Background: an optimization exercise with open tools, aiming at small area and a short achievable clock period. Do not read the settings as production practice. No functional check of the RTL was part of this run. Power figures rest on the tool's default switching activity, not on a simulated workload.

--- flow/run.sh ---
#!/bin/bash
# synth_recipe.tcl (not shown) runs the flow's synth.tcl, then flattens the netlist and writes it again
# the make line also repeats each setting of config.mk as NAME=value (left out here)
make -C /OpenROAD-flow-scripts/flow DESIGN_CONFIG=/design/flow/config.mk WORK_HOME=/design/flow/orfs CLKGATE_MAP_FILE= SYNTH_SCRIPT=/design/flow/synth_recipe.tcl finish
--- flow/config.mk ---
export PLATFORM = sky130hd
export DESIGN_NAME = systolictop
export DESIGN_NICKNAME = systolictop
export VERILOG_FILES = /design/flow/design.v
export SDC_FILE = /design/flow/constraint.sdc
export NUM_CORES = 4
export LEC_CHECK = 0
export CAP_MARGIN = 20
export CORE_MARGIN = 2
export CORE_UTILIZATION = 40
export SLEW_MARGIN = 20
export SYNTH_HIERARCHICAL = 1
export SYNTH_MINIMUM_KEEP_SIZE = 0
--- flow/constraint.sdc ---
create_clock -name core_clock -period 6.6 [get_ports {clk}]
set_input_delay 1.3200 -clock core_clock [delete_from_list [all_inputs] [get_ports {clk}]]
set_output_delay 1.3200 -clock core_clock [all_outputs]
set_load 0.01 [all_outputs]
--- flow/design.v ---
module processelement
(
  input  wire        clk,
  input  wire        reset,
  input  wire        clear,
  input  wire [7:0]  a,
  input  wire [7:0]  b,
  output reg  [15:0] c
);
  wire [63:0] pp;
  genvar gi, gj;
  generate for (gi = 0; gi < 8; gi = gi + 1) begin : g_pp_a
    for (gj = 0; gj < 8; gj = gj + 1) begin : g_pp_b
      assign pp[gi*8+gj] = a[gi] & b[gj];
    end
  end endgenerate
  wire [15:0] acc = clear ? 16'd0 : c;
  wire s1 = acc[5] ^ pp[5];
  wire k2 = acc[5] & pp[5];
  wire s3, k4;
  fa_cell u_s3 (.a(acc[6]), .b(pp[6]), .c(pp[13]), .s(s3), .co(k4));
  wire s5 = pp[20] ^ pp[27];
  wire k6 = pp[20] & pp[27];
  wire s7, k8;
  fa_cell u_s7 (.a(acc[7]), .b(pp[7]), .c(pp[14]), .s(s7), .co(k8));
  wire s9, k10;
  fa_cell u_s9 (.a(pp[21]), .b(pp[28]), .c(pp[35]), .s(s9), .co(k10));
  wire s11 = pp[42] ^ pp[49];
  wire k12 = pp[42] & pp[49];
  wire s13, k14;
  fa_cell u_s13 (.a(acc[8]), .b(pp[15]), .c(pp[22]), .s(s13), .co(k14));
  wire s15, k16;
  fa_cell u_s15 (.a(pp[29]), .b(pp[36]), .c(pp[43]), .s(s15), .co(k16));
  wire s17 = pp[50] ^ pp[57];
  wire k18 = pp[50] & pp[57];
  wire s19, k20;
  fa_cell u_s19 (.a(acc[9]), .b(pp[23]), .c(pp[30]), .s(s19), .co(k20));
  wire s21, k22;
  fa_cell u_s21 (.a(pp[37]), .b(pp[44]), .c(pp[51]), .s(s21), .co(k22));
  wire s23, k24;
  fa_cell u_s23 (.a(acc[10]), .b(pp[31]), .c(pp[38]), .s(s23), .co(k24));
  wire s25 = acc[3] ^ pp[3];
  wire k26 = acc[3] & pp[3];
  wire s27, k28;
  fa_cell u_s27 (.a(acc[4]), .b(pp[4]), .c(pp[11]), .s(s27), .co(k28));
  wire s29 = pp[18] ^ pp[25];
  wire k30 = pp[18] & pp[25];
  wire s31, k32;
  fa_cell u_s31 (.a(pp[12]), .b(pp[19]), .c(pp[26]), .s(s31), .co(k32));
  wire s33, k34;
  fa_cell u_s33 (.a(pp[33]), .b(pp[40]), .c(s1), .s(s33), .co(k34));
  wire s35, k36;
  fa_cell u_s35 (.a(pp[34]), .b(pp[41]), .c(pp[48]), .s(s35), .co(k36));
  wire s37, k38;
  fa_cell u_s37 (.a(k2), .b(s5), .c(s3), .s(s37), .co(k38));
  wire s39, k40;
  fa_cell u_s39 (.a(pp[56]), .b(k6), .c(s11), .s(s39), .co(k40));
  wire s41, k42;
  fa_cell u_s41 (.a(k4), .b(s7), .c(s9), .s(s41), .co(k42));
  wire s43, k44;
  fa_cell u_s43 (.a(k12), .b(s17), .c(k8), .s(s43), .co(k44));
  wire s45, k46;
  fa_cell u_s45 (.a(k10), .b(s13), .c(s15), .s(s45), .co(k46));
  wire s47, k48;
  fa_cell u_s47 (.a(pp[58]), .b(k18), .c(k14), .s(s47), .co(k48));
  wire s49, k50;
  fa_cell u_s49 (.a(k16), .b(s19), .c(s21), .s(s49), .co(k50));
  wire s51, k52;
  fa_cell u_s51 (.a(pp[45]), .b(pp[52]), .c(pp[59]), .s(s51), .co(k52));
  wire s53, k54;
  fa_cell u_s53 (.a(k20), .b(k22), .c(s23), .s(s53), .co(k54));
  wire s55, k56;
  fa_cell u_s55 (.a(acc[11]), .b(pp[39]), .c(pp[46]), .s(s55), .co(k56));
  wire s57, k58;
  fa_cell u_s57 (.a(pp[53]), .b(pp[60]), .c(k24), .s(s57), .co(k58));
  wire s59, k60;
  fa_cell u_s59 (.a(acc[12]), .b(pp[47]), .c(pp[54]), .s(s59), .co(k60));
  wire s61 = acc[2] ^ pp[2];
  wire k62 = acc[2] & pp[2];
  wire s63, k64;
  fa_cell u_s63 (.a(pp[10]), .b(pp[17]), .c(pp[24]), .s(s63), .co(k64));
  wire s65, k66;
  fa_cell u_s65 (.a(pp[32]), .b(k26), .c(s29), .s(s65), .co(k66));
  wire s67, k68;
  fa_cell u_s67 (.a(k30), .b(k28), .c(s31), .s(s67), .co(k68));
  wire s69, k70;
  fa_cell u_s69 (.a(k32), .b(s35), .c(k34), .s(s69), .co(k70));
  wire s71, k72;
  fa_cell u_s71 (.a(k36), .b(s39), .c(k38), .s(s71), .co(k72));
  wire s73, k74;
  fa_cell u_s73 (.a(k40), .b(k42), .c(s43), .s(s73), .co(k74));
  wire s75, k76;
  fa_cell u_s75 (.a(k44), .b(k46), .c(s47), .s(s75), .co(k76));
  wire s77, k78;
  fa_cell u_s77 (.a(s51), .b(k48), .c(k50), .s(s77), .co(k78));
  wire s79, k80;
  fa_cell u_s79 (.a(k52), .b(s55), .c(k54), .s(s79), .co(k80));
  wire s81, k82;
  fa_cell u_s81 (.a(pp[61]), .b(k56), .c(s59), .s(s81), .co(k82));
  wire s83, k84;
  fa_cell u_s83 (.a(acc[13]), .b(pp[55]), .c(pp[62]), .s(s83), .co(k84));
  wire s85 = acc[1] ^ pp[1];
  wire k86 = acc[1] & pp[1];
  wire s87, k88;
  fa_cell u_s87 (.a(pp[9]), .b(pp[16]), .c(s61), .s(s87), .co(k88));
  wire s89, k90;
  fa_cell u_s89 (.a(k62), .b(s25), .c(s63), .s(s89), .co(k90));
  wire s91, k92;
  fa_cell u_s91 (.a(k64), .b(s27), .c(s65), .s(s91), .co(k92));
  wire s93, k94;
  fa_cell u_s93 (.a(k66), .b(s33), .c(s67), .s(s93), .co(k94));
  wire s95, k96;
  fa_cell u_s95 (.a(k68), .b(s37), .c(s69), .s(s95), .co(k96));
  wire s97, k98;
  fa_cell u_s97 (.a(s41), .b(k70), .c(s71), .s(s97), .co(k98));
  wire s99, k100;
  fa_cell u_s99 (.a(s45), .b(k72), .c(s73), .s(s99), .co(k100));
  wire s101, k102;
  fa_cell u_s101 (.a(s49), .b(k74), .c(s75), .s(s101), .co(k102));
  wire s103, k104;
  fa_cell u_s103 (.a(s53), .b(k76), .c(s77), .s(s103), .co(k104));
  wire s105, k106;
  fa_cell u_s105 (.a(s57), .b(k78), .c(s79), .s(s105), .co(k106));
  wire s107, k108;
  fa_cell u_s107 (.a(k58), .b(s81), .c(k80), .s(s107), .co(k108));
  wire s109, k110;
  fa_cell u_s109 (.a(k60), .b(s83), .c(k82), .s(s109), .co(k110));
  wire s111, k112;
  fa_cell u_s111 (.a(acc[14]), .b(pp[63]), .c(k84), .s(s111), .co(k112));
  wire [15:0] r0 = {acc[15], s111, s109, k106, k104, k102, k100, k98, k96, k94, k92, k90, k88, k86, pp[8], acc[0]};
  wire [15:0] r1 = {k112, k110, k108, s107, s105, s103, s101, s99, s97, s95, s93, s91, s89, s87, s85, pp[0]};
  wire [15:0] sum = r0 + r1;
  always @(posedge clk) begin
    if (reset) c <= 16'd0;
    else       c <= sum;
  end
endmodule
module fa_cell (input wire a, input wire b, input wire c, output wire s, output wire co);
  assign s = a ^ b ^ c;
  assign co = (a & b) | (a & c) | (b & c);
endmodule
module systolicCU
(
 input wire clk,reset,
 input wire [8-1:0] a1,a2,b1,b2,
 output reg clear1,clear2,clear3,clear4
);
localparam
	s0 = 0,
	s1 = 1,
	s2 = 2,
	s3 = 3,
	s4 = 4,
	s5 = 5,
	s6 = 6,
	s7 = 7,
	s8 = 8,
	s9 = 9,
	s10= 10;
	reg [4:0] state_reg,state_next;
always @(posedge clk) begin
    if (reset) begin
        state_reg <= s0;
    end
    else begin
        state_reg <= state_next;
    end
end 
always @(state_reg or a1) begin 
    state_next = s0;
    case (state_reg)
        s0 : begin
            if ( a1 != 0) begin   
                state_next = s1; 
            end
            else begin  
                state_next = s0; 
            end
        end
        s1 : begin
                state_next = s2; 
            end
        s2 : begin
                state_next = s3; 
            end
        s3 : begin
                state_next = s4; 
            end
        s4 : begin
                state_next = s5; 
            end
        s5 : begin
                state_next = s6; 
            end
        s6 : begin
                state_next = s7; 
            end
		  s7 : begin
                state_next = s8; 
            end
		  s8 : begin
                state_next = s9; 
            end
		  s9 : begin
                state_next = s10; 
            end
		  s10 : begin
                state_next = s3; 
            end
    endcase
end 
always @(state_reg) begin
    case (state_reg)  
        s0 : begin
				clear1 = 0;
				clear2 = 0;
				clear3 = 0;
				clear4 = 0;
        end
        s3 : begin
				clear1 = 0;
				clear2 = 0;
				clear3 = 0;
				clear4 = 0;
        end
        s8 : begin
				clear1 = 1;
				clear2 = 0;
				clear3 = 0;
				clear4 = 0;
        end
		  s9 : begin
				clear1 = 0;
				clear2 = 1;
				clear3 = 1;
				clear4 = 0;
        end
		  s10 : begin
				clear1 = 0;
				clear2 = 0;
				clear3 = 0;
				clear4 = 1;
        end
		  default: begin
				clear1 = 0;
				clear2 = 0;
				clear3 = 0;
				clear4 = 0;
		   end
    endcase
end 
endmodule
module systolictop
(
 input  wire clk, reset,
 input  wire [7:0] a1, a2, b1, b2,
 input  wire [2:0] i, j,
 output wire [15:0] c1, c2, c3, c4
);
  reg [7:0] a12, b13, a34, b24;
  wire clear1, clear2, clear3, clear4;
  always @(posedge clk) begin
    if (reset) begin
      a12 <= 8'd0; b13 <= 8'd0; a34 <= 8'd0; b24 <= 8'd0;
    end else begin
      a12 <= a1; b13 <= b1; a34 <= a2; b24 <= b2;
    end
  end
  systolicCU ctrl1(.clk(clk), .reset(reset), .a1(a1), .a2(a2), .b1(b1), .b2(b2),
                   .clear1(clear1), .clear2(clear2), .clear3(clear3), .clear4(clear4));
  processelement pe1 (.clk(clk), .reset(reset), .clear(clear1), .a(a1),  .b(b1),  .c(c1));
  processelement pe2 (.clk(clk), .reset(reset), .clear(clear2), .a(a12), .b(b2),  .c(c2));
  processelement pe3 (.clk(clk), .reset(reset), .clear(clear3), .a(a2),  .b(b13), .c(c3));
  processelement pe4 (.clk(clk), .reset(reset), .clear(clear4), .a(a34), .b(b24), .c(c4));
endmodule
==> flow_summary.ini <==
[power]
power_switching_share_pct = 45.8
power.density_nw_per_um2 = 365
netSwitchingPower_mw = 2.30
combPwrFrac_pct = 71.8
vdd_drop_max_v = 0.000239
power.internal_mw = 2.73
power.leakage_nw = 6.19
seq_power_share_pct = 17.3
clockPowerShare_pct = 10.9

[global_route]
antenna_found_initial = 0
grt_start_max_net_pins = 79
grt_pass1_wl_um = 49100
overflow = 0
grt_pass1_vias = 9456
grt_use_total_pct = 19.6

[synth]
synth_top_area_share_pct = 32.4
synthArstFlopShare_pct = 0
synth_nets = 1534
yosys.area_share.simple_pct = 28.3
yosys_most_used_dff = dfxtp_1
ys_types = 47
synth_compound_area_share_pct = 8.78
synthMuxAreaShare_pct = 1.44
synth-xor-area-share_pct = 2.09
synth_edf_count = 0
synth_top_family_by_area = adder cells
ys_ff_latch = 100
synthTopCellsByArea = fa_1 32%, dfxtp_1 17%, and2_1 13%
syn_area_per_cell_um2 = 10.1
ys_seq_area_share_pct = 16.5
yosys.area_share.adder_pct = 41.8
synth_area_leader_cell = fa_1
postSynthCellCount = 1206
yosysWarnings = 9
synth_area_um2 = 12100

[die]
io_pins = 104
die_y_um = 178
rows = 63
die-area_um2 = 31700
start_util_pct = 40.8
dieWidth_um = 178
core_area_um2 = 29700

[setup_path]
crit_arrival_ps = 5560
crit_top_cell = fa_1
cp_top_family = adder cells
crit_buf_inv = 1
cpPeakStageDelay_ps = 610
cp_cell_sequence = clkdlybuf4s50_1 > and2_1 > fa_1 > fa_1 > fa_1 > fa_1 > ha_1 > a21oi_1 > o21ai_0 > a31oi_1 > a21boi_0 > mux2_2
start_kind = input port
worstPathMaxFanout = 9
required_ps = 6860
critPathCaptureType = flop
regToRegSetupSlack_ps = 1400
crit_slowest_cell = clkdlybuf4s50_1
path_class = input port to flop

[clock_network]
cts_made_buffers = 9
clkSinkCount = 100
cts_tree = yes
htreeDepth = 3
hold_buffers = 0
clkTransAtPathRegs_ps = 80
post_cts.repair.setup_buffers = 0
clk_latency_ps = 370
cts_resized = 0
clockBufferDepth = 2
clockRootBuffer = clkbuf_16

[place]
placedInstanceArea_um2 = 13500
routabilityCongestion = 0.836
port_buffers = 97
hpwl_um = 22800
dp.cells = 1676

[sta]
hold_viol_final = 0
finalSetupTns_ps = 0
slew_violations = 0
fmax_mhz = 189
finalSetupViolations = 0
worstMarginPinSlew_ps = 951
min_period_ps = 5300
fin_crit_sh_pct = 80.3
relSlewSlack_pct = 36.3
rsz0062_at_grt = false
skew_ps = 20.1

[route]
num_vias = 8808
routed_via_density = 5.21
drt-total-wl_um = 29100
drcViolationCount = 0
drt.antenna.violating_nets = 0
avgRoutedWirePerCell_um = 17.2
drt_iter0_drc = 343
drt_pass1_iterations = 4

[cells_and_area]
drive_gt1_share_pct = 3.46
final_area_um2 = 13800
area_growth_pct = 13.8
finalNonFillerCells = 1690
nNetsFinal = 1625
fillers = 2818
multi_input_area_um2 = 10000
seq_area_um2 = 2000
num_antenna_cells = 0

[outcome]
status = timing/DRC/antenna clean

[job]
maxCapViolations = 0

[hold_path]
hp-class = flop to flop
==> cell usage after synthesis (4+ instances only) <==
library cell	number
mux2_2	8
and2_1	260
o31a_1	4
buf_1	4
nor3_1	25
a21o_1	20
xor2_1	12
clkbuf_1	8
and4_1	4
inv_1	5
mux2_1	4
mux2i_1	4
fa_1	196
buf_2	5
nand2_1	40
a21oi_1	56
xnor2_1	17
nor3b_1	12
a311o_1	4
nor2b_1	124
nor4_1	6
a21boi_0	4
buf_4	4
nand2_2	4
dfxtp_1	100
o21a_1	12
ha_1	92
a211oi_1	9
nor4bb_1	4
o21bai_1	8
a31oi_1	8
nand3_1	20
a21oi_4	4
o211a_1	4
nor4b_1	4
o21ai_0	24
nor2_1	63
nand2b_1	8
or3b_4	5
and3_1	4
==> per-stage QoR <==
step	hold WS (ps)	power, mW	utilization, %	setup slack (ps)
2_1_floorplan	457	3.54	-	1750
3_3_place_gp	501	4.45	45.5	934
3_5_place_dp	517	4.50	45.5	917
4_1_cts	533	5.09	46.4	1320
5_1_grt	589	5.57	46.4	1060
6_report	530	5.03	46.4	1300
==> area by class of cell <==
| type | instances | area share (%) |
|---|---|---|
| Clock buffer | 9 | 1.63 |
| Inverter | 5 | 0.136 |
| Tap cell | 390 | 3.54 |
| Clock inverter | 5 | 0.390 |
| Multi-Input combinational cell | 1080 | 72.6 |
| Sequential cell | 100 | 14.5 |
| Timing Repair Buffer | 101 | 7.24 |
==> Yosys stat by module, one instance, submodules excluded <==
module	cells inside	cell area, um^2
processelement	231	1800
systolictop	67	863
systolicCU	23	218
fa_cell	1	20.0
==> routing by layer <==
layer	up-vias	GRT usage (%)	routed length, um
li1	4225	-	-
met1	4423	26.7	13600
met2	145	33.6	14300
met3	15	2.58	923
met4	0	3.28	266
met5	-	0	0
==> power groups by stage <==
stage	logic (mW)	registers, mW	clock network (mW)
2_1_floorplan	2.63	0.908	0
3_3_place_gp	3.56	0.887	0
3_5_place_dp	3.61	0.885	0
4_1_cts	3.64	0.873	0.579
5_1_grt	4.09	0.888	0.597
6_report	3.61	0.869	0.550
==> placed cells by master, fill, tap and decap left out, types with 12 or more instances in the layout <==
cell type / n
ha_1: 92
nor3_1: 25
o21ai_0: 24
nor2b_1: 124
nand2_1: 40
dfxtp_1: 100
clkdlybuf4s50_1: 96
xor2_1: 12
a21oi_1: 56
a21o_1: 20
nor3b_1: 12
nand3_1: 20
o21a_1: 12
and2_1: 260
nor2_1: 62
fa_1: 196
xnor2_1: 17
==> cell families (layout without fill, tap and decap cells) <==
logic type                 count (synthesis)  count (layout)
DFF                                      100             100
muxes                                     16              16
AOI/OAI and AO/OA                        161             161
and+or+nand+nor                          586             586
xor gates and xnor gates                  29              29
buffers and inverters                     26             120
adders and majority gates                288             288
==> final timing paths <==
kind | to | cells past startpoint | startpoint
worst max register to register | pe3.c[14] | 14 | ctrl1.state_reg[3]
worst min register to register | ctrl1.state_reg[2] | 1 | ctrl1.state_reg[3]
worst max-delay path | pe2.c[14] | 12 | b2[5]
worst min-delay path | ctrl1.state_reg[2] | 1 | ctrl1.state_reg[3]
==> worst register-to-register path, cell delays in order, from the launching register on <==
cell and delay [ps]:
dfxtp_1 400, or3b_4 420, nor2_2 450, buf_4 350, nor2b_1 130, fa_1 510, fa_1 450, fa_1 540
fa_1 420, ha_1 370, a21oi_1 150, o21ai_0 140, a31oi_1 180, a21boi_0 220, mux2_2 350

## separate check: timing with driven ports
The flow's constraints put no driver on any port. The routed layout listed below was extracted and timed again, unchanged, in two steps. Step 1: set_driving_cell puts a clkbuf_16 on clk and a buf_2 on each other input, an assumption about the parent block. Step 2, shift: input delay + t, output delay - t, t = (earliest + latest rising clock arrival at the registers) / 2. This alone moves slack from input paths to output paths. a / b / c = ideal ports / drivers / drivers and shift; a / b = the first two.
shift t [ns]: 0.408
setup WS [ns]: 1.299 / 1.327 / 0.918
hold WS [ns]: 0.530 / 0.530 / 0.530
worst setup path at the end: input to register
After both steps this run still meets setup and hold. The setup slack of this run moves by +0.028 ns with the drivers and by -0.381 ns with both steps.
